Background: an optimization exercise with open tools, aiming at small area, a short achievable clock period and few clock cycles. Do not read the settings as production practice. In this exercise RTL edits were held to simulation tests only and were not proved equivalent to the original. Power figures rest on the tool's default switching activity, not on a simulated workload.

Setup of P:
Design PIPELINED_CPU_TOP, start of the top module:
module PIPELINED_CPU_TOP(Clk, Rst, IMemAddr, IMemData, DMemAddr, DMemWData, DMemWMask, DMemRData);
    input Clk, Rst;
    output [31:0] IMemAddr;
    input  [31:0] IMemData;
    output [31:0] DMemAddr;
    output [31:0] DMemWData;
    output [3:0]  DMemWMask;
    input  [31:0] DMemRData;
    reg  [9:0]  pc;                  
    reg  [31:0] id_ins;              
    reg  [9:0]  id_pc;
    reg         id_v;
    reg  [31:0] ex_a, ex_b;          
    reg  [15:0] ex_imm;
    reg  [4:0]  ex_dst;
    reg         ex_we, ex_late;      
    reg         ex_alusrc, ex_zext, ex_sub, ex_uns;
    reg         ex_sadd, ex_sslt, ex_slog, ex_ssh, ex_sse, ex_spa, ex_slui;
    reg  [1:0]  ex_lop;
    reg         ex_left, ex_rot, ex_arith, ex_var;
    reg         ex_seb, ex_seh, ex_movn, ex_movz;
    reg         ex_mul, ex_mfhi, ex_mflo, ex_mthi, ex_mtlo, ex_mhilo, ex_macc, ex_mop;
    reg  [1:0]  ex_ld, ex_st;        
    reg         ex_fa_m, ex_fa_w, ex_fb_m, ex_fb_w;
    reg  [31:0] mm_res, mm_wd;       
    reg  [3:0]  mm_wm;
    reg  [4:0]  mm_dst;
    reg         mm_we;
    reg  [1:0]  mm_ld;
  ...
Settings: LEC_CHECK=0, CAP_MARGIN=35, CORE_MARGIN=2, CORE_UTILIZATION=40, PLACE_DENSITY=0.6, SLEW_MARGIN=35, TNS_END_PERCENT=30; clock period 20.0 ns.
standard.sh (not shown) runs the stock make flow with config.mk's settings and CLKGATE_MAP_FILE= SYNTH_SCRIPT=/design/flow/synth_recipe.tcl, a recipe that flattens the netlist after the stock synthesis.
==> flow/flow/run.sh <==
#!/bin/bash
# The standard layout (standard.sh: the standard synthesis, floorplan,
# placement, CTS, routing) with two changes in how the layout is made:
#  - ORFS's repair_timing steps (floorplan, CTS, global route) are asked to
#    leave extra setup slack, so that timing repair works on this design's
#    real critical paths (the SDC and the clock period stay the design's);
#  - the port buffers that ORFS puts on every input and output are buf_4
#    cells instead of the delay-buffer cell it picks by default.
# make's full output goes to flow_make.log; each ORFS step also keeps its own
# log under orfs/logs.
set -euo pipefail
export SETUP_SLACK_MARGIN=14.8
export BUFFER_PORTS_ARGS="-buffer_cell sky130_fd_sc_hd__buf_4"
bash standard.sh > flow_make.log 2>&1
Testbench counts of P, summed over its fixed seeds: cycles 29,908.
--- input diff P..Q ---
Settings: CTS_CLUSTER_DIAMETER newly set to 70; CTS_CLUSTER_SIZE newly set to 22; TNS_END_PERCENT removed (was 30).
--- a/flow/flow/run.sh
+++ b/flow/flow/run.sh
@@ -12 +12 @@
-export SETUP_SLACK_MARGIN=14.8
+export SETUP_SLACK_MARGIN=14.6
- Q ended with every stage complete and zero timing, DRC or antenna violations.
- Going from P to Q, the global-route wire length before repair was found to have gone down by 12000 µm.
- Final cell count, Q and P, higher one = P.
- Looking at destination of the critical timing path, the pc[7] result is from Q; the pc[4] one comes from P.
- P → Q: share of post-route cells with drive strength above 1 -1.3 points, sequential cell area ~0 delta.


01-24:
Starting RTL as in the previous note.
export LEC_CHECK = 0
export CAP_MARGIN = 35
export CORE_MARGIN = 2
export CORE_UTILIZATION = 40
export PLACE_DENSITY = 0.6
export SLEW_MARGIN = 35
create_clock -name core_clock -period 20.0 [get_ports {Clk}]
run.sh (not shown) runs the stock make flow with config.mk's settings and CLKGATE_MAP_FILE= SYNTH_SCRIPT=/design/flow/synth_recipe.tcl, a recipe that flattens the netlist after the stock synthesis.
Stock flow here: none of the scripts above is used.
01-24 finished all stages; the layout is clean.
Testbench counts of 01-24, summed over its fixed seeds: cycles 29,908.
--- input diff 01-24..05-20 ---
Settings: TNS_END_PERCENT newly set to 30.
==> flow/flow/run.sh (new file) <==
#!/bin/bash
# The standard layout (standard.sh: the standard synthesis, floorplan,
# placement, CTS, routing) with two changes in how the layout is made:
#  - ORFS's repair_timing steps (floorplan, CTS, global route) are asked to
#    leave extra setup slack, so that timing repair works on this design's
#    real critical paths (the SDC and the clock period stay the design's);
#  - the port buffers that ORFS puts on every input and output are buf_4
#    cells instead of the delay-buffer cell it picks by default.
# make's full output goes to flow_make.log; each ORFS step also keeps its own
# log under orfs/logs.
set -euo pipefail
export SETUP_SLACK_MARGIN=14.6
export BUFFER_PORTS_ARGS="-buffer_cell sky130_fd_sc_hd__buf_4"
bash standard.sh > flow_make.log 2>&1
==> flow/standard.sh (new file) <==
#!/bin/bash
# synth_recipe.tcl (not shown) runs the flow's synth.tcl, then flattens the netlist and writes it again
# the make line also repeats each setting of config.mk as NAME=value (left out here)
make -C /OpenROAD-flow-scripts/flow DESIGN_CONFIG=/design/flow/config.mk WORK_HOME=/design/flow/orfs CLKGATE_MAP_FILE= SYNTH_SCRIPT=/design/flow/synth_recipe.tcl "${@:-finish}"
removed: flow/run.sh
==> comparison <==
05-20 ended with every stage complete and zero timing, DRC or antenna violations.
The part of the power in the clock network of 05-20 is lower than that of 01-24.
Clock buffer count in 05-20 is 4.0% below 01-24.
Diff 01-24 and 05-20: clock skew higher in 05-20
Combined flip-flop and latch cell area: 05-20 vs 01-24, no meaningful difference
Diff 01-24 -> 05-20 | number of ordinary and repair buffers in the finished layout | up by more than half
The number of multi-input combinational cells in the layout was comparable across 01-24 and 05-20.
Clock latency on the worst-skew pair: 05-20 vs 01-24 up 0.02 ns
Compared with 01-24, 05-20 shows via count of the first global-routing pass that has gone up by a few percent.
Min slew of the pin with the lowest slew margin across 01-24 and 05-20: 01-24
On proportion of cell area occupied by registers, the higher figure sits with 01-24, not 05-20.
As far as die area goes, 01-24 and 05-20 are indistinguishable; the numbers are identical.

## re-timing with driven ports
The results above use ideal ports. As a check the final layouts listed here were re-extracted and re-timed, cells and wires unchanged.
Step 1 (the two cells are an assumption about what drives the block):
set clk [get_ports {Clk}]
set_driving_cell -lib_cell sky130_fd_sc_hd__clkbuf_16 $clk
set_driving_cell -lib_cell sky130_fd_sc_hd__buf_2 [delete_from_list [all_inputs] $clk]
Step 2 also shifts input and output timing later by t, the mid clock arrival at the registers, as if the neighbouring blocks saw the same clock.
Three values: no drivers, after step 1, after step 2; two values: the first two.
| run | t, ns | slack for setup (ns) | worst setup path after step 2 | slew at the worst register clock pin (ns) | cell pins on the clock port's net |
|---|---|---|---|---|---|
| P | 0.946 | 14.097 / 14.097 / 13.259 | input to register | 0.07 / 0.07 | 1 |
| Q | 0.923 | 14.169 / 14.169 / 13.338 | input to register | 0.09 / 0.09 | 1 |
| 01-24 | 0.935 | 11.628 / 11.628 / 11.628 | register to register | 0.07 / 0.07 | 1 |
| 05-20 | 0.931 | 14.056 / 14.056 / 13.396 | input to register | 0.07 / 0.07 | 1 |
After both steps every run listed still meets setup and hold. The setup slack of P, which loses most, moves by 0.000 ns with the drivers and by -0.838 ns with both steps.
